From an optimization exercise on the open Yosys and OpenROAD flow, aimed at small area; shortcuts taken in it are not production practice.
Only simulation tests tie the RTL to the original design; equivalence was not proved.
No driver is modelled on the clock port, so clock power and skew are understated where the tree is cut down; a real chip needs a root buffer or a tree.
Power and IR drop assume default switching activity.

[design/flow/design.v]
module VendingMachine(
  input        clock,
  input        reset,
  input  [4:0] io_price,
  input        io_coin2Raw,
  input        io_coin5Raw,
  input        io_buyRaw,
  output       io_releaseCan,
  output       io_alarm,
  output [6:0] io_seg,
  output [3:0] io_an
);
  reg  [5:0] c2Deb, c5Deb, buyDeb;
  reg  [2:0] st;
  reg  [6:0] sum;
  reg  [7:0] numCan;
  reg  [7:0] scr;
  reg  [3:0] pos1, pos2;
  reg  [4:0] tick;
  reg  [1:0] sel;
  wire [5:0] c2Deb_n, c5Deb_n, buyDeb_n;
  wire [2:0] st_n;
  wire [6:0] sum_n;
  wire [7:0] numCan_n, scr_n;
  wire [3:0] pos1_n, pos2_n;
  wire [4:0] tick_n;
  wire [1:0] sel_n;
  wire       coin2, coin5, buy, alarm, empty;
  deb_next u_c2(.x(c2Deb), .raw(io_coin2Raw), .reset(reset), .nx(c2Deb_n), .on(coin2));
  deb_next u_c5(.x(c5Deb), .raw(io_coin5Raw), .reset(reset), .nx(c5Deb_n), .on(coin5));
  deb_next u_buy(.x(buyDeb), .raw(io_buyRaw), .reset(reset), .nx(buyDeb_n), .on(buy));
  ctrl_next u_ctrl(.st(st), .sum(sum), .numCan(numCan), .coin2(coin2), .coin5(coin5),
    .buy(buy), .price(io_price), .reset(reset), .st_n(st_n), .sum_n(sum_n),
    .numCan_n(numCan_n), .releaseCan(io_releaseCan), .alarm(alarm), .empty(empty));
  scroll_next u_scroll(.scr(scr), .pos1(pos1), .pos2(pos2), .alarm(alarm), .empty(empty),
    .reset(reset), .scr_n(scr_n), .pos1_n(pos1_n), .pos2_n(pos2_n));
  tick_next u_tick(.tick(tick), .sel(sel), .reset(reset), .tick_n(tick_n), .sel_n(sel_n),
    .an(io_an));
  disp u_disp(.alarm(alarm), .empty(empty), .pos1(pos1), .pos2(pos2), .sel(sel),
    .sum(sum), .price(io_price), .seg(io_seg));
  assign io_alarm = alarm;
  always @(posedge clock)
    if (reset) begin
      c2Deb  <= 6'h0;
      c5Deb  <= 6'h0;
      buyDeb <= 6'h0;
      st     <= 3'd1;
      sum    <= 7'h0;
      numCan <= 8'h3;
      scr    <= 8'h00;
      pos1   <= 4'h0;
      pos2   <= 4'h0;
      tick   <= 5'h01;
      sel    <= 2'h0;
    end else begin
      c2Deb  <= c2Deb_n;
      c5Deb  <= c5Deb_n;
      buyDeb <= buyDeb_n;
      st     <= st_n;
      sum    <= sum_n;
      numCan <= numCan_n;
      scr    <= scr_n;
      pos1   <= pos1_n;
      pos2   <= pos2_n;
      tick   <= tick_n;
      sel    <= sel_n;
    end
endmodule
module disp(
  input        alarm,
  input        empty,
  input  [3:0] pos1,
  input  [3:0] pos2,
  input  [1:0] sel,
  input  [6:0] sum,
  input  [4:0] price,
  output [6:0] seg
);
  wire [6:0] t, num;
  txtc u_t(.alarm(alarm), .pos1(pos1), .pos2(pos2), .sel(sel), .y(t));
  numseg u_num(.sel(sel), .sum(sum), .price(price), .o(num));
  assign seg = ~((alarm | empty) ? t : num);
endmodule
module ctrl_next(st, sum, numCan, coin2, coin5, buy, price, reset, st_n, sum_n, numCan_n, releaseCan, alarm, empty);
  input [2:0] st;
  wire [2:0] st;
  input [6:0] sum;
  wire [6:0] sum;
  input [7:0] numCan;
  wire [7:0] numCan;
  input coin2;
  wire coin2;
  input coin5;
  wire coin5;
  input buy;
  wire buy;
  input [4:0] price;
  wire [4:0] price;
  input reset;
  wire reset;
  output [2:0] st_n;
  wire [2:0] st_n;
  output [6:0] sum_n;
  wire [6:0] sum_n;
  output [7:0] numCan_n;
  wire [7:0] numCan_n;
  output releaseCan;
  wire releaseCan;
  output alarm;
  wire alarm;
  output empty;
  wire empty;
  wire _000_;
  wire _001_;
  wire _002_;
  wire _003_;
  wire _004_;
  wire _005_;
  wire _006_;
  wire _007_;
  wire _008_;
  wire _009_;
  wire _010_;
  wire _011_;
  wire _012_;
  wire _013_;
  wire _014_;
  wire _015_;
  wire _016_;
  wire _017_;
  wire _018_;
  wire _019_;
  wire _020_;
  wire _021_;
  wire _022_;
  wire _023_;
  wire _024_;
  wire _025_;
  wire _026_;
  wire _027_;
  wire _028_;
  wire _029_;
  wire _030_;
  wire _031_;
  wire _032_;
  wire _033_;
  wire _034_;
  wire _035_;
  wire _036_;
  wire _037_;
  wire _038_;
  wire _039_;
  wire _040_;
  wire _041_;
  wire _042_;
  wire _043_;
  wire _044_;
  wire _045_;
  wire _046_;
  wire _047_;
  wire _048_;
  wire _049_;
  wire _050_;
  wire _051_;
  wire _052_;
  wire _053_;
  wire _054_;
  wire _055_;
  wire _056_;
  wire _057_;
  wire _058_;
  wire _059_;
  wire _060_;
  wire _061_;
  wire _062_;
  wire _063_;
  wire _064_;
  wire _065_;
  wire _066_;
  wire _067_;
  wire _068_;
  wire _069_;
  wire _070_;
  wire _071_;
  wire _072_;
  wire _073_;
  wire _074_;
  wire _075_;
  wire _076_;
  wire _077_;
  wire _078_;
  wire _079_;
  assign _032_ = (~(buy));
  assign _033_ = (~(coin2)&~(coin5));
  assign _034_ = (~(numCan[3]));
  assign _035_ = (~(numCan[1]));
  assign _036_ = ((numCan[6])) | ((numCan[4])) | ((numCan[5])) | ((numCan[7]));
  assign _037_ = (~(numCan[0])&~(numCan[2])&~(_036_));
  assign _038_ = (~(_034_)) | (~(_035_)) | (~(_037_));
  assign empty = (~(_038_));
  assign _039_ = (~(st[2]));
  assign _040_ = ((price[4])) | (~(_039_));
  assign _041_ = ((price[3])) | (~(_039_));
  assign _042_ = (~(coin2));
  assign _043_ = (~(_042_)&~(_039_)) | (~(coin5)&~(_039_));
  assign _044_ = ((_039_)&(price[2])) | ((_043_));
  assign _045_ = (~(sum[0]));
  assign _046_ = (~(_045_)&~(_043_)) | (~(st[2])&~(price[0]));
  assign _047_ = (~(st[2])&~(price[1])) | (~(_039_)&~(_042_));
  assign _048_ = ((_046_)&(_047_));
  assign _049_ = (~(sum[1])&~(_048_)) | (~(_046_)&~(_047_));
  assign _050_ = (~(_044_)&~(_049_));
  assign _051_ = (~(_044_)) | (~(_049_));
  assign _052_ = (~(sum[2])&~(_050_)) | (~(_051_));
  assign _053_ = (~(_041_)&~(_052_));
  assign _054_ = (~(_041_)) | (~(_052_));
  assign _055_ = (~(sum[3])&~(_053_)) | (~(_054_));
  assign _056_ = (~(_040_)&~(_055_));
  assign _057_ = (~(sum[4])&~(_056_));
  assign _058_ = (~(_040_)&~(_057_)) | (~(_055_)&~(_057_));
  assign _059_ = (~(sum[5])&~(_058_)&~(sum[6])&~(_032_));
  assign _060_ = (~(_032_)&~(_059_)) | (~(_033_)&~(_059_)) | (~(empty)&~(_059_));
  assign _061_ = (~(st[1]));
  assign _062_ = (~(st[0]));
  assign _063_ = (~(_061_)) | (~(_062_));
  assign _064_ = (~(st[2])&~(_063_));
  assign _065_ = (~(_039_)&~(_061_)) | (~(_032_)&~(_061_));
  assign _066_ = (~(_064_)&~(_065_));
  assign _067_ = ((st[1])&(_066_)) | ((st[2])&(_066_)) | ((_060_)&(_066_));
  assign st_n[1] = (~(reset)&~(_067_));
  assign _068_ = (~(_032_)) | (~(_033_)) | (~(_038_));
  assign _069_ = (~(_061_)) | (~(_039_)) | (~(_068_));
  assign _070_ = (~(_059_)&~(_069_));
  assign _071_ = (~(st[0])&~(_066_));
  assign _072_ = (~(reset));
  assign st_n[0] = (~(_070_)&~(_071_)) | (~(_072_));
  assign _073_ = (~(_064_));
  assign _074_ = (~(numCan[0])&~(_073_));
  assign _075_ = (~(_035_)) | (~(_074_));
  assign _076_ = (~(numCan[2])&~(_075_));
  assign _077_ = (~(_034_)) | (~(_076_));
  assign _078_ = (~(numCan[4])&~(_077_));
  assign _079_ = (~(_078_));
  assign _000_ = (~(numCan[5])&~(_079_));
  assign _001_ = (~(_000_));
  assign _002_ = (~(numCan[6])&~(_001_));
  assign _003_ = (~(numCan[6])&~(_002_)) | (~(_001_)&~(_002_));
  assign numCan_n[6] = (~(reset)&~(_003_));
  assign _004_ = (~(numCan[5])&~(_000_)) | (~(_079_)&~(_000_));
  assign numCan_n[5] = (~(reset)&~(_004_));
  assign _005_ = (~(numCan[4])&~(_078_)) | (~(_077_)&~(_078_));
  assign numCan_n[4] = (~(reset)&~(_005_));
  assign _006_ = ((_034_)&(_077_)) | ((_076_)&(_077_));
  assign numCan_n[3] = (~(reset)&~(_006_));
  assign _007_ = (~(numCan[2])&~(_076_)) | (~(_075_)&~(_076_));
  assign numCan_n[2] = (~(reset)&~(_007_));
  assign numCan_n[1] = (~(_035_)&~(_074_)) | (~(_072_)) | (~(_075_));
  assign numCan_n[0] = ((numCan[0])&(_073_)) | ((reset)) | ((_074_));
  assign _008_ = (~(_040_)&~(_056_)&~(_063_)) | (~(_055_)&~(_056_)&~(_063_));
  assign _009_ = (~(_073_)) | (~(_058_)) | (~(_008_));
  assign _010_ = (~(_073_)&~(_058_)) | (~(_009_));
  assign _011_ = (~(sum[5])&~(_010_));
  assign sum_n[5] = (~(sum[5])&~(reset)&~(_011_)) | (~(_010_)&~(reset)&~(_011_));
  assign _012_ = (~(sum[4])&~(_008_)) | (~(_072_));
  assign sum_n[4] = (~(sum[4])&~(_012_)) | (~(_008_)&~(_012_));
  assign _013_ = (~(_063_)&~(_053_));
  assign _014_ = (~(_054_)&~(sum[3])) | (~(_013_)&~(sum[3]));
  assign sum_n[3] = (~(_054_)&~(_014_)&~(reset)) | (~(_013_)&~(_014_)&~(reset)) | (~(sum[3])&~(_014_)&~(reset));
  assign _015_ = (~(_063_)&~(_050_));
  assign _016_ = (~(_051_)&~(sum[2])) | (~(_015_)&~(sum[2]));
  assign sum_n[2] = (~(_051_)&~(reset)&~(_016_)) | (~(_015_)&~(reset)&~(_016_)) | (~(sum[2])&~(reset)&~(_016_));
  assign _017_ = (~(_046_)&~(_047_));
  assign _018_ = (~(_063_)&~(_017_)&~(_048_));
  assign _019_ = (~(sum[1])&~(_018_));
  assign sum_n[1] = (~(sum[1])&~(reset)&~(_019_)) | (~(_018_)&~(reset)&~(_019_));
  assign _020_ = (~(_063_)&~(_043_));
  assign _021_ = (~(st[2])&~(price[0])) | (~(_020_));
  assign _022_ = (~(_045_)&~(_021_));
  assign sum_n[0] = (~(_045_)&~(reset)&~(_022_)) | (~(_021_)&~(reset)&~(_022_));
  assign _023_ = (~(_061_)) | (~(st[0])) | (~(_033_));
  assign releaseCan = (~(st[2])&~(st[0]));
  assign _024_ = (~(buy)&~(releaseCan)&~(_069_));
  assign _025_ = (~(st[2])&~(_024_)) | (~(_023_)&~(_024_));
  assign st_n[2] = (~(reset)&~(_025_));
  assign _026_ = (~(numCan[7])&~(_002_));
  assign numCan_n[7] = (~(numCan[7])&~(reset)&~(_026_)) | (~(_002_)&~(reset)&~(_026_));
  assign _027_ = (~(sum[5]));
  assign _028_ = (~(_058_));
  assign _029_ = (~(sum[5])&~(_028_)) | (~(_027_)&~(_058_)) | (~(_010_));
  assign _030_ = (~(sum[6])&~(_029_));
  assign _031_ = (~(sum[6])&~(_030_)) | (~(_029_)&~(_030_));
  assign sum_n[6] = (~(reset)&~(_031_));
  assign alarm = (~(_061_)&~(_062_));
endmodule
module deb_next(x, raw, reset, nx, on);
  input [5:0] x;
  wire [5:0] x;
  input raw;
  wire raw;
  input reset;
  wire reset;
  output [5:0] nx;
  wire [5:0] nx;
  output on;
  wire on;
  wire _00_;
  wire _01_;
  wire _02_;
  wire _03_;
  wire _04_;
  wire _05_;
  wire _06_;
  wire _07_;
  assign _00_ = (~(reset));
  assign _01_ = (~(raw));
  assign nx[4] = ((_00_)&(_01_)&(x[3]));
  assign _02_ = (~(raw)&~(x[2]));
  assign nx[3] = (~(reset)&~(_02_));
  assign _03_ = (~(raw)&~(x[1]));
  assign nx[2] = (~(reset)&~(_03_));
  assign _04_ = (~(x[0]));
  assign nx[1] = (~(_01_)&~(reset)) | (~(_04_)&~(reset));
  assign _05_ = ((x[5])) | (~(x[0]));
  assign _06_ = (~(x[2])&~(x[1])&~(x[3])&~(x[4]));
  assign _07_ = ((_06_)) | (~(x[5])) | (~(_04_));
  assign nx[0] = (~(_01_)&~(reset)) | (~(_05_)&~(reset)) | (~(_07_)&~(reset));
  assign nx[5] = ((_00_)&(_01_)&(x[4]));
  assign on = ((x[5])) | (~(_06_));
endmodule
module numseg(sel, sum, price, o);
  input [1:0] sel;
  wire [1:0] sel;
  input [6:0] sum;
  wire [6:0] sum;
  input [4:0] price;
  wire [4:0] price;
  output [6:0] o;
  wire [6:0] o;
  wire _000_;
  wire _001_;
  wire _002_;
  wire _003_;
  wire _004_;
  wire _005_;
  wire _006_;
  wire _007_;
  wire _008_;
  wire _009_;
  wire _010_;
  wire _011_;
  wire _012_;
  wire _013_;
  wire _014_;
  wire _015_;
  wire _016_;
  wire _017_;
  wire _018_;
  wire _019_;
  wire _020_;
  wire _021_;
  wire _022_;
  wire _023_;
  wire _024_;
  wire _025_;
  wire _026_;
  wire _027_;
  wire _028_;
  wire _029_;
  wire _030_;
  wire _031_;
  wire _032_;
  wire _033_;
  wire _034_;
  wire _035_;
  wire _036_;
  wire _037_;
  wire _038_;
  wire _039_;
  wire _040_;
  wire _041_;
  wire _042_;
  wire _043_;
  wire _044_;
  wire _045_;
  wire _046_;
  wire _047_;
  wire _048_;
  wire _049_;
  wire _050_;
  wire _051_;
  wire _052_;
  wire _053_;
  wire _054_;
  wire _055_;
  wire _056_;
  assign _000_ = (~(sel[1]));
  assign _001_ = (~(_000_)&~(sum[0]));
  assign _002_ = (~(sel[1])&~(price[0]));
  assign _003_ = (~(sel[1])) | (~(sum[6]));
  assign _004_ = (~(sum[4])&~(_003_)&~(sum[5]));
  assign _005_ = (~(_000_)&~(sum[6]));
  assign _006_ = (~(sum[5])) | (~(_005_));
  assign _007_ = (~(sum[3])&~(_006_)&~(sum[4]));
  assign _008_ = (~(_006_)&~(_007_));
  assign _009_ = (~(_004_)&~(_008_));
  assign _010_ = (~(_000_)&~(sum[3])) | (~(sel[1])&~(price[3]));
  assign _011_ = (~(_009_)&~(_010_));
  assign _012_ = (~(_009_)&~(_011_)) | (~(_010_)&~(_011_));
  assign _013_ = (~(sum[4])&~(_005_));
  assign _014_ = (~(sum[4])&~(_013_)) | (~(_003_)&~(_013_));
  assign _015_ = (~(sel[1])&~(price[4]));
  assign _016_ = (~(_014_)&~(_015_));
  assign _017_ = (~(sum[3])&~(_006_)) | (~(_016_));
  assign _018_ = (~(_000_)&~(sum[2])) | (~(sel[1])&~(price[2]));
  assign _019_ = (~(_018_));
  assign _020_ = (~(_012_)&~(_017_)&~(_019_));
  assign _021_ = (~(_003_)&~(_020_)&(sum[5]));
  assign _022_ = (~(sel[0])&~(_021_));
  assign _023_ = (~(_022_));
  assign _024_ = (~(_004_)&~(_007_));
  assign _025_ = (~(_017_)&~(_020_)) | (~(_024_));
  assign _026_ = (~(_025_));
  assign _027_ = (~(_019_)&~(_026_));
  assign _028_ = (~(_000_)&~(sum[1])) | (~(sel[1])&~(price[1]));
  assign _029_ = ((_027_)) | ((_028_));
  assign _030_ = (~(_012_)) | (~(_029_));
  assign _031_ = (~(_018_)&~(_025_));
  assign _032_ = (~(_019_)&~(_017_)) | (~(_024_));
  assign _033_ = (~(_012_)&~(_032_)) | (~(_030_)&~(_031_));
  assign _034_ = ((_021_)) | (~(sel[0]));
  assign _035_ = (~(_001_)&~(_002_)&~(_023_)) | (~(_033_)&~(_034_));
  assign _036_ = (~(_019_)&~(_017_));
  assign _037_ = ((_012_)&(_036_)) | ((_029_)&(_036_)) | ((_012_)&(_030_)) | ((_029_)&(_030_));
  assign _038_ = (~(_033_));
  assign _039_ = (~(_028_)) | (~(_038_));
  assign _040_ = (~(_039_));
  assign _041_ = (~(_028_)&~(_038_));
  assign _042_ = (~(_040_)&~(_041_));
  assign _043_ = (~(_026_)&~(_034_)) | (~(_023_)&~(_042_));
  assign _044_ = (~(_043_));
  assign _045_ = (~(_003_)&~(_034_)) | (~(_023_)&~(_037_)) | (~(_044_));
  assign _046_ = (~(_045_));
  assign _047_ = (~(_027_)&~(_031_));
  assign _048_ = (~(_039_)&~(_047_));
  assign _049_ = (~(_027_)&~(_031_)&~(_040_));
  assign _050_ = (~(_023_)&~(_048_)&~(_049_)) | (~(_009_)&~(_022_));
  assign o[4] = (~(_045_)&~(_050_)) | (~(_035_)&~(_046_));
  assign _051_ = (~(_050_));
  assign _052_ = (~(_035_)&~(_051_));
  assign _053_ = (~(_035_)&~(_052_)) | (~(_051_)&~(_052_));
  assign _054_ = (~(_043_)&~(_053_));
  assign _055_ = (~(_044_)&~(_052_));
  assign o[5] = (~(_055_));
  assign _056_ = (~(_051_)&~(o[5]));
  assign o[3] = (~(_054_)&~(_056_));
  assign o[2] = (~(_035_)&~(_055_)) | (~(o[4]));
  assign o[1] = (~(_035_)&~(_045_)) | (~(_046_)&~(_052_));
  assign o[0] = ((_053_)) | (~(_046_));
  assign o[6] = (~(_046_)&~(_056_)) | (~(_051_)&~(_056_));
endmodule
module scroll_next(scr, pos1, pos2, alarm, empty, reset, scr_n, pos1_n, pos2_n);
  input [7:0] scr;
  wire [7:0] scr;
  input [3:0] pos1;
  wire [3:0] pos1;
  input [3:0] pos2;
  wire [3:0] pos2;
  input alarm;
  wire alarm;
  input empty;
  wire empty;
  input reset;
  wire reset;
  output [7:0] scr_n;
  wire [7:0] scr_n;
  output [3:0] pos1_n;
  wire [3:0] pos1_n;
  output [3:0] pos2_n;
  wire [3:0] pos2_n;
  wire _00_;
  wire _01_;
  wire _02_;
  wire _03_;
  wire _04_;
  wire _05_;
  wire _06_;
  wire _07_;
  wire _08_;
  wire _09_;
  wire _10_;
  wire _11_;
  wire _12_;
  wire _13_;
  wire _14_;
  wire _15_;
  wire _16_;
  wire _17_;
  wire _18_;
  wire _19_;
  wire _20_;
  wire _21_;
  wire _22_;
  wire _23_;
  wire _24_;
  wire _25_;
  wire _26_;
  wire _27_;
  wire _28_;
  wire _29_;
  wire _30_;
  wire _31_;
  wire _32_;
  wire _33_;
  wire _34_;
  wire _35_;
  assign _00_ = (~(reset));
  assign _01_ = (~(scr[3])) | (~(scr[7])) | (~(scr[6]));
  assign _02_ = (~(_01_)&(pos2[0]));
  assign _03_ = (~(pos2[1])) | (~(_02_));
  assign _04_ = (~(_00_)) | (~(_03_));
  assign _05_ = (~(pos2[3])&~(_03_)&~(reset));
  assign _06_ = (~(pos2[2])&~(_05_));
  assign pos2_n[2] = (~(pos2[2])&~(_06_)) | (~(_04_)&~(_06_));
  assign _07_ = (~(pos2[1])&~(_02_));
  assign pos2_n[1] = (~(_04_)&~(_07_));
  assign _08_ = (~(_01_));
  assign _09_ = (~(pos2[0])&~(_08_));
  assign pos2_n[0] = (~(reset)&~(_09_)&~(_02_));
  assign _10_ = (~(pos1[1]));
  assign _11_ = (~(pos1[0])) | (~(_08_));
  assign _12_ = (~(_10_)&~(_11_));
  assign _13_ = ((pos1[2])&(_12_));
  assign _14_ = (~(pos1[2])&~(_12_));
  assign _15_ = (~(pos1[2])) | (~(pos1[1])) | (~(pos1[3]));
  assign _16_ = (~(_01_)&~(_15_)) | (~(_00_));
  assign pos1_n[2] = (~(_13_)&~(_14_)&~(_16_));
  assign pos1_n[1] = (~(_10_)&~(_12_)&~(_16_)) | (~(_11_)&~(_12_)&~(_16_));
  assign _17_ = (~(pos1[0])&~(_08_)) | (~(_11_));
  assign pos1_n[0] = (~(_16_)&~(_17_));
  assign _18_ = (~(alarm)&~(empty));
  assign _19_ = (~(_18_)&(scr[0]));
  assign _20_ = ((scr[1])&(_19_)&(scr[2]));
  assign _21_ = ((scr[3])&(_20_)&(scr[4]));
  assign _22_ = ((scr[5])&(_21_));
  assign _23_ = (~(scr[6])&~(_22_));
  assign _24_ = (~(_01_)&~(_18_)) | (~(_00_));
  assign _25_ = ((scr[5])&(_21_)&(scr[6]));
  assign scr_n[6] = (~(_23_)&~(_24_)&~(_25_));
  assign _26_ = (~(scr[5])&~(_21_));
  assign scr_n[5] = (~(_24_)&~(_26_)&~(_22_));
  assign _27_ = ((scr[3])&(_20_));
  assign _28_ = (~(scr[4])&~(_27_));
  assign scr_n[4] = (~(_24_)&~(_28_)&~(_21_));
  assign _29_ = (~(scr[3])&~(_20_));
  assign scr_n[3] = (~(_24_)&~(_29_)&~(_27_));
  assign _30_ = ((scr[1])&(_19_));
  assign _31_ = (~(scr[2])&~(_30_));
  assign scr_n[2] = (~(_24_)&~(_31_)&~(_20_));
  assign _32_ = (~(scr[1])&~(_19_));
  assign scr_n[1] = (~(_24_)&~(_32_)&~(_30_));
  assign _33_ = (~(alarm)&~(empty)&~(scr[0]));
  assign scr_n[0] = (~(_24_)&~(_33_)&~(_19_));
  assign pos2_n[3] = ((_00_)&(_03_)&(pos2[3])) | ((pos2[2])&(_05_));
  assign _34_ = (~(pos1[3])&~(_13_));
  assign pos1_n[3] = (~(_16_)&~(_34_));
  assign _35_ = (~(scr[7])&~(_25_));
  assign scr_n[7] = (~(_24_)&~(_35_));
endmodule
module tick_next(tick, sel, reset, tick_n, sel_n, an);
  input [4:0] tick;
  wire [4:0] tick;
  input [1:0] sel;
  wire [1:0] sel;
  input reset;
  wire reset;
  output [4:0] tick_n;
  wire [4:0] tick_n;
  output [1:0] sel_n;
  wire [1:0] sel_n;
  output [3:0] an;
  wire [3:0] an;
  wire _00_;
  wire _01_;
  wire _02_;
  wire _03_;
  wire _04_;
  wire _05_;
  wire _06_;
  wire _07_;
  wire _08_;
  assign _00_ = (~(sel[0]));
  assign _01_ = (~(tick[0]));
  assign _02_ = (~(tick[2]));
  assign _03_ = (~(_02_)&~(tick[4]));
  assign _04_ = (~(tick[1])) | (~(_01_)) | (~(_03_));
  assign _05_ = (~(_00_)&~(_04_));
  assign sel_n[0] = (~(_00_)&~(reset)&~(_05_)) | (~(_04_)&~(reset)&~(_05_));
  assign _06_ = ((reset)) | (~(_04_));
  assign tick_n[3] = (~(_02_)&~(_06_));
  assign tick_n[2] = (~(_06_)&(tick[1]));
  assign tick_n[1] = (~(reset)&~(_01_));
  assign tick_n[0] = ((_02_)&(tick[4])) | ((reset)) | ((_03_));
  assign _07_ = (~(sel[1]));
  assign an[1] = (~(sel[0])) | (~(_07_));
  assign an[0] = (~(_00_)) | (~(_07_));
  assign an[2] = (~(_00_)) | (~(sel[1]));
  assign an[3] = (~(sel[0])) | (~(sel[1]));
  assign _08_ = (~(sel[1])&~(_05_));
  assign sel_n[1] = (~(sel[1])&~(_08_)&~(reset)) | (~(_05_)&~(_08_)&~(reset));
  assign tick_n[4] = (~(_06_)&(tick[3]));
endmodule
module txtc(alarm, pos1, pos2, sel, y);
  input alarm;
  wire alarm;
  input [3:0] pos1;
  wire [3:0] pos1;
  input [3:0] pos2;
  wire [3:0] pos2;
  input [1:0] sel;
  wire [1:0] sel;
  output [6:0] y;
  wire [6:0] y;
  wire _000_;
  wire _001_;
  wire _002_;
  wire _003_;
  wire _004_;
  wire _005_;
  wire _006_;
  wire _007_;
  wire _008_;
  wire _009_;
  wire _010_;
  wire _011_;
  wire _012_;
  wire _013_;
  wire _014_;
  wire _015_;
  wire _016_;
  wire _017_;
  wire _018_;
  wire _019_;
  wire _020_;
  wire _021_;
  wire _022_;
  wire _023_;
  wire _024_;
  wire _025_;
  wire _026_;
  wire _027_;
  wire _028_;
  wire _029_;
  wire _030_;
  wire _031_;
  wire _032_;
  wire _033_;
  wire _034_;
  wire _035_;
  wire _036_;
  wire _037_;
  wire _038_;
  wire _039_;
  wire _040_;
  wire _041_;
  wire _042_;
  wire _043_;
  wire _044_;
  wire _045_;
  wire _046_;
  wire _047_;
  wire _048_;
  wire _049_;
  wire _050_;
  assign _000_ = (~(alarm));
  assign _001_ = (~(_000_)&~(pos2[1])) | (~(alarm)&~(pos1[1]));
  assign _002_ = (~(sel[1])&~(_001_));
  assign _003_ = ((sel[1])&(_001_));
  assign _004_ = (~(_002_)&~(_003_));
  assign _005_ = (~(_004_));
  assign _006_ = (~(_000_)&~(pos2[0])) | (~(alarm)&~(pos1[0]));
  assign _007_ = ((sel[0])&(_006_));
  assign _008_ = (~(sel[0])&~(_006_));
  assign _009_ = (~(_008_));
  assign _010_ = ((_007_)) | (~(_009_));
  assign _011_ = (~(_005_)&~(_010_));
  assign _012_ = (~(_011_));
  assign _013_ = (~(pos2[2])&~(_012_)&~(_000_));
  assign _014_ = (~(pos2[3]));
  assign _015_ = (~(_003_)&~(_007_)) | (~(sel[1])&~(_001_));
  assign _016_ = (~(pos2[2])&~(_015_));
  assign _017_ = (~(_014_)&~(_016_)) | (~(alarm));
  assign _018_ = (~(_005_)&~(_009_)) | (~(_004_)&~(_008_));
  assign _019_ = (~(_018_));
  assign _020_ = (~(_014_)&~(_017_)&~(_019_)) | (~(_016_)&~(_017_)&~(_019_));
  assign _021_ = (~(_013_)&~(_020_));
  assign _022_ = (~(pos1[2])&~(_015_)) | (~(_000_));
  assign _023_ = (~(pos1[2])&~(_022_)) | (~(_015_)&~(_022_));
  assign _024_ = (~(_010_)&~(_023_));
  assign _025_ = (~(pos2[2])&~(pos2[3])) | (~(_015_)&~(pos2[3]));
  assign _026_ = (~(pos1[3]));
  assign _027_ = (~(_026_)) | (~(_022_));
  assign _028_ = (~(sel[1])&(pos1[1]));
  assign _029_ = (~(pos1[2])&~(_026_)&~(_028_));
  assign _030_ = (~(sel[0])&~(pos1[0]));
  assign _031_ = (~(sel[0])&~(_030_)) | (~(pos1[0])&~(_030_));
  assign _032_ = (~(pos1[2])&~(_029_)&~(_031_)) | (~(_028_)&~(_029_)&~(_031_));
  assign _033_ = (~(_018_)&~(_032_));
  assign _034_ = (~(_018_)&~(_033_)) | (~(_032_)&~(_033_));
  assign _035_ = (~(_026_)&~(_022_)) | (~(_027_)) | (~(_000_)) | (~(_034_));
  assign _036_ = (~(_017_)&~(_025_)) | (~(_035_));
  assign _037_ = (~(_023_));
  assign _038_ = (~(pos1[3])&~(_031_));
  assign _039_ = (~(_037_)&~(_038_));
  assign _040_ = (~(_036_));
  assign _041_ = (~(_012_)&~(_037_)) | (~(_011_)&~(_023_));
  assign y[1] = (~(_040_)&~(_041_)) | (~(_021_));
  assign _042_ = (~(_039_)&~(y[1]));
  assign _043_ = (~(_024_)&~(_042_));
  assign _044_ = (~(_024_)&~(_043_)) | (~(_036_)&~(_043_));
  assign y[5] = (~(pos2[3])&~(_021_)) | (~(_044_));
  assign y[4] = (~(_013_)&~(_042_)) | (~(_024_)&~(_040_));
  assign _045_ = (~(_031_)&~(_035_));
  assign _046_ = (~(_023_)&~(_045_));
  assign y[3] = (~(_032_)&~(_046_)) | (~(_021_));
  assign _047_ = (~(_020_)&(_035_));
  assign y[2] = (~(pos2[3])&~(_021_)) | (~(_047_));
  assign _048_ = (~(alarm)&~(_018_)&~(_026_));
  assign y[0] = (~(_014_)&~(_021_)) | (~(_044_)&~(_048_));
  assign _049_ = ((_026_)) | ((y[2])) | ((_011_));
  assign _050_ = (~(y[4])&~(y[2]));
  assign y[6] = (~(y[3])&~(_050_)) | (~(_049_)&~(_050_)) | (~(y[4])&~(_050_));
endmodule
[design/flow/flow/run.sh]
#!/bin/bash
# Own layout flow: the standard layout (standard.sh) with three changes:
#  - synthesis maps the logic with an area-only ABC script (dc2, dch, amap; no timing-driven
#    buffering or up-sizing; the 10 ns clock leaves ample slack),
#  - ports are buffered with sky130_fd_sc_hd__buf_1,
#  - the clock tree keeps only 5 of its leaf buffers (collapse_clock.tcl).
# Each make run's full output goes to its own log file in the work folder.
set -euo pipefail
W=$PWD
F=$W/flow

# synthesis script: the standard flow's own, with the abc call pointed at our ABC script
{
  echo 'proc abc {args} {'
  echo '  set i [lsearch -exact $args -script]'
  echo "  if {\$i >= 0} { lset args [expr {\$i + 1}] $F/abc_min.script }"
  echo '  yosys abc {*}$args'
  echo '}'
  cat "$W/synth_recipe.tcl"
} > "$W/own_synth.tcl"

EXTRA=(
  "SYNTH_SCRIPT=$W/own_synth.tcl"
  "BUFFER_PORTS_ARGS=-buffer_cell sky130_fd_sc_hd__buf_1"
  "CTS_ARGS=-sink_clustering_enable -repair_clock_nets -dont_use_dummy_load -buf_list sky130_fd_sc_hd__clkbuf_8 -root_buf sky130_fd_sc_hd__clkbuf_8 -apply_ndr none"
  "POST_CTS_TCL=$F/collapse_clock.tcl"
)

bash "$W/standard.sh" "${EXTRA[@]}" synth > "$W/synth.log" 2>&1
bash "$W/standard.sh" "${EXTRA[@]}" finish > "$W/layout.log" 2>&1
test -s "$W/out/final.def"
[design/flow/flow/abc_min.script]
strash; dc2; dc2; dch -f; amap; topo
[design/flow/flow/collapse_clock.tcl]
# POST_CTS hook: the design has few registers, so keep only K of the H-tree's
# leaf buffers (the K that best cover the registers), drive every register
# from its nearest kept leaf buffer, and delete the other leaf buffers.
set K [expr {[info exists ::env(CLOCK_LEAVES)] ? $::env(CLOCK_LEAVES) : 5}]
set block [ord::get_db_block]
set root [$block findInst clkbuf_0_clock]
set rootOut [[$root findITerm X] getNet]
set leaves {}
set sinks {}
foreach it [$rootOut getITerms] {
  set inst [$it getInst]
  if {$inst eq $root} { continue }
  if {[string match "sky130_fd_sc_hd__clkbuf_*" [[$inst getMaster] getName]]} {
    lappend leaves $inst
    foreach s [[[$inst findITerm X] getNet] getITerms] {
      if {[$s getInst] ne $inst} { lappend sinks $s }
    }
  } else {
    lappend sinks $it
  }
}
proc loc {inst} {
  set b [$inst getBBox]
  return [list [expr {([$b xMin] + [$b xMax]) / 2}] [expr {([$b yMin] + [$b yMax]) / 2}]]
}
proc dist {a b} { expr {abs([lindex $a 0] - [lindex $b 0]) + abs([lindex $a 1] - [lindex $b 1])} }
proc combos {lst k} {
  if {$k == 0} { return [list {}] }
  if {[llength $lst] < $k} { return {} }
  set out {}
  set first [lindex $lst 0]
  foreach c [combos [lrange $lst 1 end] [expr {$k - 1}]] { lappend out [concat [list $first] $c] }
  foreach c [combos [lrange $lst 1 end] $k] { lappend out $c }
  return $out
}
set sinkLoc {}
foreach s $sinks { lappend sinkLoc [loc [$s getInst]] }
if {$K > [llength $leaves]} { set K [llength $leaves] }
set best {}
set bestCost -1
foreach c [combos $leaves $K] {
  set cost 0
  foreach sl $sinkLoc {
    set m -1
    foreach l $c { set d [dist $sl [loc $l]]; if {$m < 0 || $d < $m} { set m $d } }
    incr cost $m
  }
  if {$bestCost < 0 || $cost < $bestCost} { set bestCost $cost; set best $c }
}
# reassign every sink to its nearest kept leaf
foreach s $sinks sl $sinkLoc {
  set m -1
  set to {}
  foreach l $best { set d [dist $sl [loc $l]]; if {$m < 0 || $d < $m} { set m $d; set to $l } }
  set net [[$to findITerm X] getNet]
  if {[$s getNet] ne $net} { $s disconnect; $s connect $net }
}
set removed 0
foreach l $leaves {
  if {[lsearch -exact $best $l] >= 0} { continue }
  set out [[$l findITerm X] getNet]
  [$l findITerm A] disconnect
  [$l findITerm X] disconnect
  odb::dbInst_destroy $l
  odb::dbNet_destroy $out
  incr removed
}
puts "collapse_clock: kept [llength $best] of [llength $leaves] leaf buffers, removed $removed, [llength $sinks] sinks"
detailed_placement
estimate_parasitics -placement
[design/flow/standard.sh]
#!/bin/bash
# synth_recipe.tcl (not shown) runs the flow's synth.tcl, then flattens the netlist and writes it again
# the make line also repeats each setting of config.mk as NAME=value (left out here)
make -C /OpenROAD-flow-scripts/flow DESIGN_CONFIG=/design/flow/config.mk WORK_HOME=/design/flow/orfs CLKGATE_MAP_FILE= SYNTH_SCRIPT=/design/flow/synth_recipe.tcl "${@:-finish}"
[design/flow/config.mk]
export PLATFORM = sky130hd
export DESIGN_NAME = VendingMachine
export DESIGN_NICKNAME = VendingMachine
export VERILOG_FILES = /design/flow/design.v
export SDC_FILE = /design/flow/constraint.sdc
export NUM_CORES = 4
export LEC_CHECK = 0
export CAP_MARGIN = 20
export CORE_MARGIN = 2
export CORE_UTILIZATION = 60
export GPL_TIMING_DRIVEN = 0
export SLEW_MARGIN = 20
[design/flow/constraint.sdc]
create_clock -name core_clock -period 10.0 [get_ports {clock}]
set_input_delay 2.0000 -clock core_clock [delete_from_list [all_inputs] [get_ports {clock}]]
set_output_delay 2.0000 -clock core_clock [all_outputs]
set_load 0.01 [all_outputs]
==> summary.txt, run 1 <==
Run status
  • Status: complete, no violations

Yosys
  • Post-synth ARST share: 0%
  • Synth Flop Type: dfxtp_1
  • Area share of and/or/nand/nor cells after synthesis: 28.0%
  • Ys Warns: 1
  • Post-synthesis sequential area ratio: 39.9%
  • Largest family of logic cells by synthesized area: simple AND/OR/NAND/NOR gates
  • Top-area cell type share of the netlist area: 39.9%
  • Fraction of synthesized cell area in xor and xnor cells: 0%
  • Synth Area in Adders: 6.77%
  • Number of synthesized flops with an enable pin: 0
  • Synthesized netlist cell count: 402
  • #FFs+latches synth: 59
  • Mux cell area share after synthesis: 0%
  • Compound-Gate Fraction of Synth Area: 18.5%
  • Mean Syn Cell Area: 7.36 um2
  • Count of distinct cell types in the synthesized netlist: 35
  • Syn nets: 428
  • Mapped Area: 0.00296 mm2
  • Cell type with the highest aggregate area in the netlist: dfxtp_1
  • Synth area leaders: dfxtp_1, nor2_1, clkinv_1

Critical path
  • Crit path required time: 8.00 ns
  • Family with the most delay on the worst path: compound AO/OA/AOI/OAI gates
  • Reg-to-reg slack, setup: 6.68 ns
  • Worst endpoint data arrival time: 5.33 ns
  • CP most frequent cell: o21ai_0
  • CP Max Fanout: 4
  • CP peak stage delay: 0.35 ns
  • Critical Path Start Type: input port
  • Buffers and inverters on the worst path: 4
  • Slowest cell on the critical path: o21ai_0
  • Setup CP Type: in -> out
  • Worst reg2reg path startpoint: st[2]
  • Critical path capture point type: output port
  • Critical Path Start: io_price[3]
  • Crit-path cells: buf_1 > o22ai_1 > o21ai_0 > nor3_1 > o21ai_0 > ha_1 > o21ai_0 > o32ai_1 > clkinv_1 > ha_1 > nand2_1 > o21ai_0 > o22ai_1 > clkinv_1 > ha_1 > nand2b_1 > or2_0 > nor2_1 > nor2_1 > o21ai_0 > buf_1

Power and ir drop
  • NetSw: 0.000253 W
  • Power Density: 205 mW/mm2
  • Switching portion of total power: 38.5%
  • Max VDD drop: 130 uV
  • Clock power frac: 19.2%
  • Sequential share of power: 42.0%
  • Int Power: 0.000406 W
  • LEAKAGE: 1.22 nW
  • Gate power share: 38.8%

STA
  • Pins Over Slew Limit: 0
  • Hold Violations, Final: 0
  • Unrepaired setup endpoints after global routing: no
  • Worst slew pin tran: 0.833 ns
  • Fmax: 0.137 GHz
  • TNS Setup: 0 ns
  • Fin crit share: 73.3%
  • Slew HR: 43.9%
  • Layout Skew: 0.0268 ns
  • Count of final setup violators: 0
  • Tmin final: 7.33 ns

Final layout
  • Layout Nets: 458
  • Area delta synth->final: 8.46%
  • Fin area: 0.00321 mm2
  • Fillcell total: 456
  • Share of post-route cells with drive strength above 1: 1.63%
  • ANT cells: 0
  • Multi-input combinational cell area: 0.00158 mm2
  • FF/Latch Area: 0.00118 mm2

Clock network
  • Clk sinks: 59
  • Worst-path clk slew: 0.08 ns
  • Worst skew pair latency: 0.32 ns

Global routing
  • Initial antenna violation count: 0
  • Vias in the first global route: 2400
  • GRT Total Usage: 21.8%
  • Global route total overflow: 0
  • Largest net degree at the start of global routing: 34
  • First-pass GRT wire length: 9890 um

Detailed routing
  • Length of routed met3 wiring: 163 um
  • Vias: 2692
  • First-pass DRT Iterations: 4
  • Initial DRC Count: 122
  • Final ANT Viol Nets: 0
  • Routed wire length: 5830 um
  • WL/cell: 11.7 um
  • M1 WL: 2860 um
  • Number of vias per cell: 5.42
  • Top routing layer used: met4
  • DRC viols: 0
  • Met2 wire len: 2760 um

Place
  • GPL Wtd Cong: 0.873
  • Port bufs: 22
  • DP HPWL: 4430 um
  • Placed instance area: 0.00313 mm2

Floorplan
  • Die Y: 74.2 um
  • Io pins: 23
  • Total Die Area: 0.00551 mm2
  • Die width: 74.2 um
  • Initial Utilization: 62.2%
  • Core area: 0.00475 mm2
  • Site row count: 25

Job
  • # Max-Cap Violations: 0

Min path
  • Hold crit path type: reg -> reg
  • Hold Crit Start: tick[0]
## cell usage in the layout, fill, tap and decap left out, drive strengths merged, types with 3 or more instances in the layout
cell type / n
o21ai: 23
a31oi: 5
and3: 9
ha: 16
clkinv: 54
nand2: 25
o22ai: 13
clkbuf: 6
o22a: 4
nand3: 6
nor3: 21
nor2: 101
or3: 4
dfxtp: 59
nor2b: 8
a211oi: 12
or2: 6
a21oi: 12
nor4: 3
buf: 22
## worst paths after layout
path / cells after the start / to
min: 2 / tick[1]
max: 21 / io_seg[3]
min reg2reg: 2 / tick[1]
max reg2reg: 15 / sum[6]
## cell type report
| type | count | share of cell area [%] |
|---|---|---|
| Clock buffer | 6 | 2.57 |
| Sequential cell | 59 | 36.8 |
| Inverter | 54 | 6.32 |
| Tap cell | 67 | 2.61 |
| Multi-Input combinational cell | 289 | 49.1 |
| Timing Repair Buffer | 22 | 2.61 |
## synth_stat cells, types with 5 or more instances
cell type	count
dfxtp_1	59
nor3_1	21
nand3_1	6
and3_1	9
or2_0	6
clkinv_1	54
nand2_1	25
a211oi_1	12
o22ai_1	13
a31oi_1	5
nor2_1	101
o21ai_0	23
a21oi_1	12
nor2b_1	8
ha_1	16
## registers in the layout (all words and copies together) (netlist names)
register,cells
st,3
sel,2
pos2,4
sum,7
numCan,8
tick,5
c5Deb,6
pos1,4
c2Deb,6
scr,8
buyDeb,6
## power groups by stage
stage | sequential (W) | combinational, W | clock, W
finish | 0.000277 | 0.000256 | 0.000126
global placement | 0.000281 | 0.000251 | 0
global route | 0.000280 | 0.000295 | 0.000136
detailed placement | 0.000282 | 0.000255 | 0
floorplan | 0.000277 | 0.000198 | 0
## metrics by stage
step | power, W | hold WS, ns | std cells | setup WS (ns) | utilization [%]
after floorplan | 0.000476 | 0.398 | 402 | 3.32 | -
after global placement | 0.000532 | 0.410 | 491 | 2.77 | 65.7
after detailed placement | 0.000537 | 0.409 | 491 | 2.69 | 65.8
after global routing | 0.000711 | 0.404 | 497 | 2.30 | 67.5
final | 0.000659 | 0.388 | 497 | 2.67 | 67.5
## per-layer routing
metal,vias to the layer above,global-route usage [%]
li1,1439,-
met1,1213,28.6
met2,35,40.6
met3,5,1.36
met4,0,2.78
met5,-,0
## cell families after synthesis
| kind of cell | after synthesis |
|---|---|
| AO/OA/AOI/OAI | 85 |
| buffers and inverters | 54 |
| AND/OR/NAND/NOR | 188 |
| flip-flops | 59 |
| adder cells (fa/ha/maj) | 16 |
## worst register-to-register path, cell delays in order, from the launching register on
cell and delay, ns:
dfxtp_1 0.57, clkinv_1 0.21, o21ai_0 0.33, nor2_1 0.12, and2_0 0.17, o22ai_1 0.15, nor2b_1 0.19, o21bai_1 0.16
nor2_1 0.08, o21ai_0 0.21, nor3_1 0.11, nor4_1 0.40, a22oi_1 0.16, nor2_1 0.16, nor2_1 0.06, a211oi_1 0.16
==> run 2, diff against run 1 <==
--- a/design/flow/flow/run.sh
+++ b/design/flow/flow/run.sh
@@ -1,6 +1,7 @@
 #!/bin/bash
-# Own layout flow: the standard layout (standard.sh) with three changes:
-#  - synthesis maps the logic with an area-only ABC script (dc2, dch, amap; no timing-driven
+# Own layout flow: the standard layout (standard.sh) with these changes:
+#  - synthesis leaves adders to ABC (no extract_fa / adder cells) and maps
+#    the logic with an area-only ABC script (dc2, dch, amap; no timing-driven
 #    buffering or up-sizing; the 10 ns clock leaves ample slack),
 #  - ports are buffered with sky130_fd_sc_hd__buf_1,
 #  - the clock tree keeps only 5 of its leaf buffers (collapse_clock.tcl).
@@ -21,6 +22,7 @@
 
 EXTRA=(
   "SYNTH_SCRIPT=$W/own_synth.tcl"
+  "ADDER_MAP_FILE="
   "BUFFER_PORTS_ARGS=-buffer_cell sky130_fd_sc_hd__buf_1"
   "CTS_ARGS=-sink_clustering_enable -repair_clock_nets -dont_use_dummy_load -buf_list sky130_fd_sc_hd__clkbuf_8 -root_buf sky130_fd_sc_hd__clkbuf_8 -apply_ndr none"
   "POST_CTS_TCL=$F/collapse_clock.tcl"
==> summary.txt, run 2 <==
Yosys
  • Commonest cells in the netlist: nor2_1, dfxtp_1, clkinv_1
  • Mean Syn Cell Area: 7.16 um2
  • Synth area leaders: dfxtp_1, nor2_1, clkinv_1
  • Ys Warns: 1
  • Most frequent cell after synthesis: nor2_1
  • Synthesized netlist cell count: 397
  • Syn nets: 407
  • #FFs+latches synth: 59
  • Count of distinct cell types in the synthesized netlist: 32
  • Post-synth ARST share: 0%
  • Post-synthesis sequential area ratio: 41.5%
  • Mapped Area: 0.00284 mm2
  • Top-area cell type share of the netlist area: 41.5%
  • Synth Flop Type: dfxtp_1
  • Number of synthesized flops with an enable pin: 0
  • Cell type with the highest aggregate area in the netlist: dfxtp_1

Final layout
  • Area delta synth->final: 8.23%
  • Commonest non-fill, non-tap cells in the layout: nor2_1, dfxtp_1, clkinv_1
  • ANT cells: 0
  • Layout Nets: 437
  • Top flop regs: numCan (8), scr (8), sum (7)
  • Share of post-route cells with drive strength above 1: 1.65%
  • Post-layout util: 66.0%
  • Final std cells w/o fill: 479
  • Commonest non-fill, non-tap cell in the layout: nor2_1

Run status
  • Status: complete, no violations

Critical path
  • Setup CP Type: in -> out
  • Worst endpoint data arrival time: 5.02 ns
  • Crit path required time: 8.00 ns
  • Worst Reg-to-Reg Cells: 17
  • Worst reg2reg path startpoint: c5Deb[1]
  • CP Max Fanout: 4
  • Critical path capture point type: output port
  • Critical Path Start Type: input port
  • Reg-to-reg slack, setup: 6.42 ns
  • RR Endpoint: sum[6]

Min path
  • Hold endpoint: tick[1]
  • Hold path depth: 2
  • Hold Crit Start: tick[0]
  • Hold crit path type: reg -> reg

Clock network
  • Worst-path clk slew: 0.07 ns
  • Worst skew pair latency: 0.32 ns
  • Clk sinks: 59

Detailed routing
  • Number of vias per cell: 5.73
  • First-pass DRT Iterations: 5
  • Vias: 2743
  • Final ANT Viol Nets: 0
  • WL/cell: 12.2 um
  • DRC viols: 0
  • Initial DRC Count: 123
  • Routed wire length: 5830 um

STA
  • Hold Violations, Final: 0
  • Fmax: 0.143 GHz
  • Count of final setup violators: 0
  • TNS Setup: 0 ns
  • Fin Hold WS: 0.421 ns
  • Tmin final: 7.02 ns
  • Worst slew pin tran: 0.760 ns
  • Fin crit share: 70.2%
  • Slew HR: 48.8%
  • Layout Skew: 0.0197 ns
  • Pins Over Slew Limit: 0
  • Unrepaired setup endpoints after global routing: no
  • Final worst slack: 2.98 ns

Power and ir drop
  • LEAKAGE: 1.11 nW
  • Max VDD drop: 131 uV
  • Power Density: 224 mW/mm2

Global routing
  • First-pass GRT wire length: 10100 um
  • Vias in the first global route: 2341
  • Largest net degree at the start of global routing: 34
  • GRT Total Usage: 22.6%
  • Initial antenna violation count: 0
  • Global route total overflow: 0

Floorplan
  • Die width: 72.8 um
  • Initial Utilization: 61.0%
  • Site row count: 25
  • Die Y: 72.8 um
  • Core area: 0.00466 mm2
  • Io pins: 23
  • Total Die Area: 0.00531 mm2

Job
  • # Max-Cap Violations: 0

Place
  • Port bufs: 22
  • Setup WS pre-CTS: 3.03 ns
  • DP HPWL: 4310 um
  • GPL Wtd Cong: 0.900
  • Placed Cells incl. Taps: 473
-- run 2: layer usage --
layer	global-route usage, %	up-vias	routed length (um)
met2	39.3	73	2630
met4	2.67	0	69
li1	-	1443	-
met5	0	-	0
met3	1.66	8	253
met1	31.8	1219	2870
-- run 2: how the worst max path moves through the flow --
stage / startpoint / end / slack (ns) / cells after the start
2_1_floorplan: io_price[3] / io_seg[3] / 3.56 / 18
3_5_place_dp: io_price[3] / io_seg[6] / 3.03 / 19
3_3_place_gp: io_price[3] / io_seg[6] / 3.09 / 19
6_report: io_price[3] / io_seg[6] / 2.98 / 19
5_1_grt: sel[1] / io_seg[3] / 2.59 / 22
-- run 2: cell families after synthesis --
family / share of synthesized area (%)
and+or+nand+nor: 29.2
AOI/OAI and AO/OA: 23.1
DFF: 41.5
buffers and inverters: 6.20
-- run 2: power by group --
part | leakage [nW] | total [W] | switching, W | internal, W
Clock | 0.0431 | 0.000124 | 0.0000695 | 0.0000540
Combinational | 0.586 | 0.000289 | 0.000185 | 0.000104
Sequential | 0.483 | 0.000278 | 0.0000209 | 0.000257
-- run 2: cell type report --
type	count	area [um2]
clock buffer	6	82.6
timing repair buffer	22	83.8
multi-input combinational	291	1490
tap	54	67.6
inverter	47	176
sequential	59	1180
fill	420	1580
-- run 2: stage by stage --
stage	power (W)	area, um2
2_1_floorplan	0.000504	2840
3_3_place_gp	0.000565	2990
3_5_place_dp	0.000569	3000
5_1_grt	0.000747	3080
6_report	0.000691	3080
-- run 2: worst max-delay path, cell delays in order --
cell      delay [ns]
buf_1           0.09
o22ai_1         0.10
o21ai_0         0.35
nor3_1          0.10
o21ai_0         0.25
clkinv_1        0.14
nor2_1          0.17
o21ai_0         0.14
o22ai_1         0.28
clkinv_1        0.12
nand2_1         0.12
a21oi_1         0.08
o22ai_1         0.27
nor2_1          0.10
clkinv_1        0.07
nand2_1         0.08
or2_0           0.23
o211ai_1        0.16
buf_1           0.17
==> run 3, diff against run 2 <==
--- a/design/flow/flow/run.sh
+++ b/design/flow/flow/run.sh
@@ -4,7 +4,8 @@
 #    the logic with an area-only ABC script (dc2, dch, amap; no timing-driven
 #    buffering or up-sizing; the 10 ns clock leaves ample slack),
 #  - ports are buffered with sky130_fd_sc_hd__buf_1,
-#  - the clock tree keeps only 5 of its leaf buffers (collapse_clock.tcl).
+#  - the clock tree keeps only 4 of its leaf buffers, with a small root buffer
+#    (collapse_clock.tcl).
 # Each make run's full output goes to its own log file in the work folder.
 set -euo pipefail
 W=$PWD
--- a/design/flow/flow/collapse_clock.tcl
+++ b/design/flow/flow/collapse_clock.tcl
@@ -1,7 +1,7 @@
-# POST_CTS hook: the design has few registers, so keep only K of the H-tree's
+# POST_CTS hook: the design has few registers, so keep only K (4) of the H-tree's
 # leaf buffers (the K that best cover the registers), drive every register
 # from its nearest kept leaf buffer, and delete the other leaf buffers.
-set K [expr {[info exists ::env(CLOCK_LEAVES)] ? $::env(CLOCK_LEAVES) : 5}]
+set K [expr {[info exists ::env(CLOCK_LEAVES)] ? $::env(CLOCK_LEAVES) : 4}]
 set block [ord::get_db_block]
 set root [$block findInst clkbuf_0_clock]
 set rootOut [[$root findITerm X] getNet]
@@ -65,6 +65,9 @@
   odb::dbNet_destroy $out
   incr removed
 }
+# the root buffer now drives only the K leaf buffers: a small one will do
+# (a narrower cell in the same place stays legal)
+$root swapMaster [[ord::get_db] findMaster sky130_fd_sc_hd__clkbuf_2]
 puts "collapse_clock: kept [llength $best] of [llength $leaves] leaf buffers, removed $removed, [llength $sinks] sinks"
 detailed_placement
 estimate_parasitics -placement
==> summary.txt, run 3 <==
Run status
  • Status: complete, no violations

Critical path
  • CP Max Fanout: 4
  • Critical path capture point type: output port
  • Critical Path Start Type: input port
  • Setup CP Type: in -> out
  • Crit path required time: 8.00 ns
  • Worst endpoint data arrival time: 5.00 ns

Detailed routing
  • DRC viols: 0
  • Number of vias per cell: 5.72
  • Initial DRC Count: 152
  • WL/cell: 12.1 um
  • Routed wire length: 5780 um
  • Final ANT Viol Nets: 0
  • Vias: 2736
  • First-pass DRT Iterations: 4

STA
  • Layout Skew: 0.0133 ns
  • TNS Setup: 0 ns
  • Count of final setup violators: 0
  • Fmax: 0.143 GHz
  • Slew HR: 49.6%
  • Unrepaired setup endpoints after global routing: no
  • Tmin final: 7.00 ns
  • Fin Hold WS: 0.423 ns
  • Worst slew pin tran: 0.748 ns
  • Pins Over Slew Limit: 0
  • Hold Violations, Final: 0
  • Fin crit share: 70.0%
  • Final worst slack: 3.00 ns

Final layout
  • Commonest non-fill, non-tap cell in the layout: nor2_1
  • Fillcell total: 426
  • Area delta synth->final: 7.44%
  • ANT cells: 0
  • Share of post-route cells with drive strength above 1: 1.42%
  • Top flop regs: numCan (8), scr (8), sum (7)
  • Commonest non-fill, non-tap cells in the layout: nor2_1, dfxtp_1, clkinv_1
  • Post-layout util: 65.6%
  • Layout Nets: 436

Global routing
  • Global route total overflow: 0
  • Largest net degree at the start of global routing: 34
  • First-pass GRT wire length: 10100 um
  • Vias in the first global route: 2331
  • Initial antenna violation count: 0
  • GRT Total Usage: 22.5%

Yosys
  • Post-synth ARST share: 0%
  • Most frequent cell after synthesis: nor2_1
  • Synthesized netlist cell count: 397
  • Count of distinct cell types in the synthesized netlist: 32
  • Post-synthesis sequential area ratio: 41.5%
  • #FFs+latches synth: 59
  • Mean Syn Cell Area: 7.16 um2
  • Top-area cell type share of the netlist area: 41.5%
  • Number of synthesized flops with an enable pin: 0
  • Synth area leaders: dfxtp_1, nor2_1, clkinv_1
  • Cell type with the highest aggregate area in the netlist: dfxtp_1
  • Syn nets: 407
  • Ys Warns: 1
  • Mapped Area: 0.00284 mm2
  • Commonest cells in the netlist: nor2_1, dfxtp_1, clkinv_1
  • Synth Flop Type: dfxtp_1

Clock network
  • Worst-path clk slew: 0.08 ns
  • Clk sinks: 59
  • Worst skew pair latency: 0.40 ns

Place
  • Setup WS pre-CTS: 3.03 ns
  • Port bufs: 22
  • DP HPWL: 4310 um
  • GPL Wtd Cong: 0.900

Power and ir drop
  • Max VDD drop: 131 uV
  • Power Density: 220 mW/mm2
  • LEAKAGE: 1.10 nW

Floorplan
  • Io pins: 23
  • Site row count: 25
  • Initial Utilization: 61.0%
  • Total Die Area: 0.00531 mm2
  • Die Y: 72.8 um
  • Die width: 72.8 um
  • Core area: 0.00466 mm2

Min path
  • Hold crit path type: reg -> reg

Job
  • # Max-Cap Violations: 0
==> run 3: stage by stage <==
stage | std cells | power (W) | area, um2
detailed placement | 473 | 0.000569 | 3000
finish | 478 | 0.000672 | 3060
global placement | 473 | 0.000565 | 2990
global route | 478 | 0.000728 | 3060
floorplan | 397 | 0.000504 | 2840
==> run 3: worst max-delay path, cell delays in order <==
cell	delay (ns)
buf_1	0.09
o22ai_1	0.10
o21ai_0	0.35
nor3_1	0.10
o21ai_0	0.25
clkinv_1	0.14
nor2_1	0.17
o21ai_0	0.14
o22ai_1	0.27
clkinv_1	0.12
nand2_1	0.11
a21oi_1	0.08
o22ai_1	0.27
nor2_1	0.10
clkinv_1	0.07
nand2_1	0.08
or2_0	0.24
o211ai_1	0.16
buf_1	0.17
==> run 3: logic make-up (layout without fill, tap and decap cells) <==
| logic type | after synthesis | count (layout) | share of synthesized area, % |
|---|---|---|---|
| DFF | 59 | 59 | 41.5 |
| and+or+nand+nor | 187 | 187 | 29.2 |
| AOI/OAI and AO/OA | 104 | 104 | 23.1 |
| buffers and inverters | 47 | 74 | 6.20 |
==> run 3: worst paths after layout <==
check              start        end  slack [ns]  cells past startpoint
min reg2reg      tick[0]    tick[1]        0.42                      2
max          io_price[3]  io_seg[6]        3.00                     19
max reg2reg     c5Deb[2]     sum[6]        6.42                     17
min              tick[0]    tick[1]        0.42                      2
==> run 3: layout make-up <==
cell class | instances | area (um2) | area share [%]
sequential | 59 | 1180 | 38.7
timing repair buffer | 22 | 83.8 | 2.74
clock buffer | 5 | 60.1 | 1.97
inverter | 47 | 176 | 5.77
tap | 54 | 67.6 | 2.21
multi-input combinational | 291 | 1490 | 48.6
==> run 3: layer usage <==
| metal | routed length [um] | track usage [%] | part of all wire, % | up-vias |
|---|---|---|---|---|
| li1 | - | - | - | 1445 |
| met5 | 0 | 0 | 0 | - |
| met2 | 2640 | 39.6 | 46 | 62 |
| met3 | 292 | 1.52 | 5.0 | 5 |
| met1 | 2790 | 31.5 | 48 | 1224 |
| met4 | 66 | 2.26 | 1.1 | 0 |
==> run 3: report_power, final <==
| group | internal, W | total (W) | switching, W |
|---|---|---|---|
| clock | 0.0000383 | 0.000104 | 0.0000661 |
| sequential | 0.000257 | 0.000278 | 0.0000210 |
| combinational | 0.000104 | 0.000289 | 0.000185 |

==> port drivers added, routing unchanged <==
In the flow no input, the clock included, has a driving cell. The finished layouts below were timed again as built, in two steps.
Step 1: set_driving_cell puts a clkbuf_16 on clock and a buf_2 on each other input, an assumption about the parent block.
Step 2 also shifts input and output timing later by t, the mid clock arrival at the registers, as if the neighbouring blocks saw the same clock.
Three values: ideal ports, drivers, drivers and shift; two values: the first two.
| run | t, ns | setup WS [ns] | latest minus earliest clock arrival (ns) | pins driven straight from the clock port |
|---|---|---|---|---|
| run 1 | 0.337 | 2.675 / 2.651 / 2.651 | 0.027 / 0.027 | 1 |
| run 2 | 0.334 | 2.985 / 2.961 / 2.961 | 0.020 / 0.020 | 1 |
| run 3 | 0.419 | 2.997 / 2.973 / 2.973 | 0.014 / 0.014 | 1 |
After both steps setup and hold are still met in every run listed.
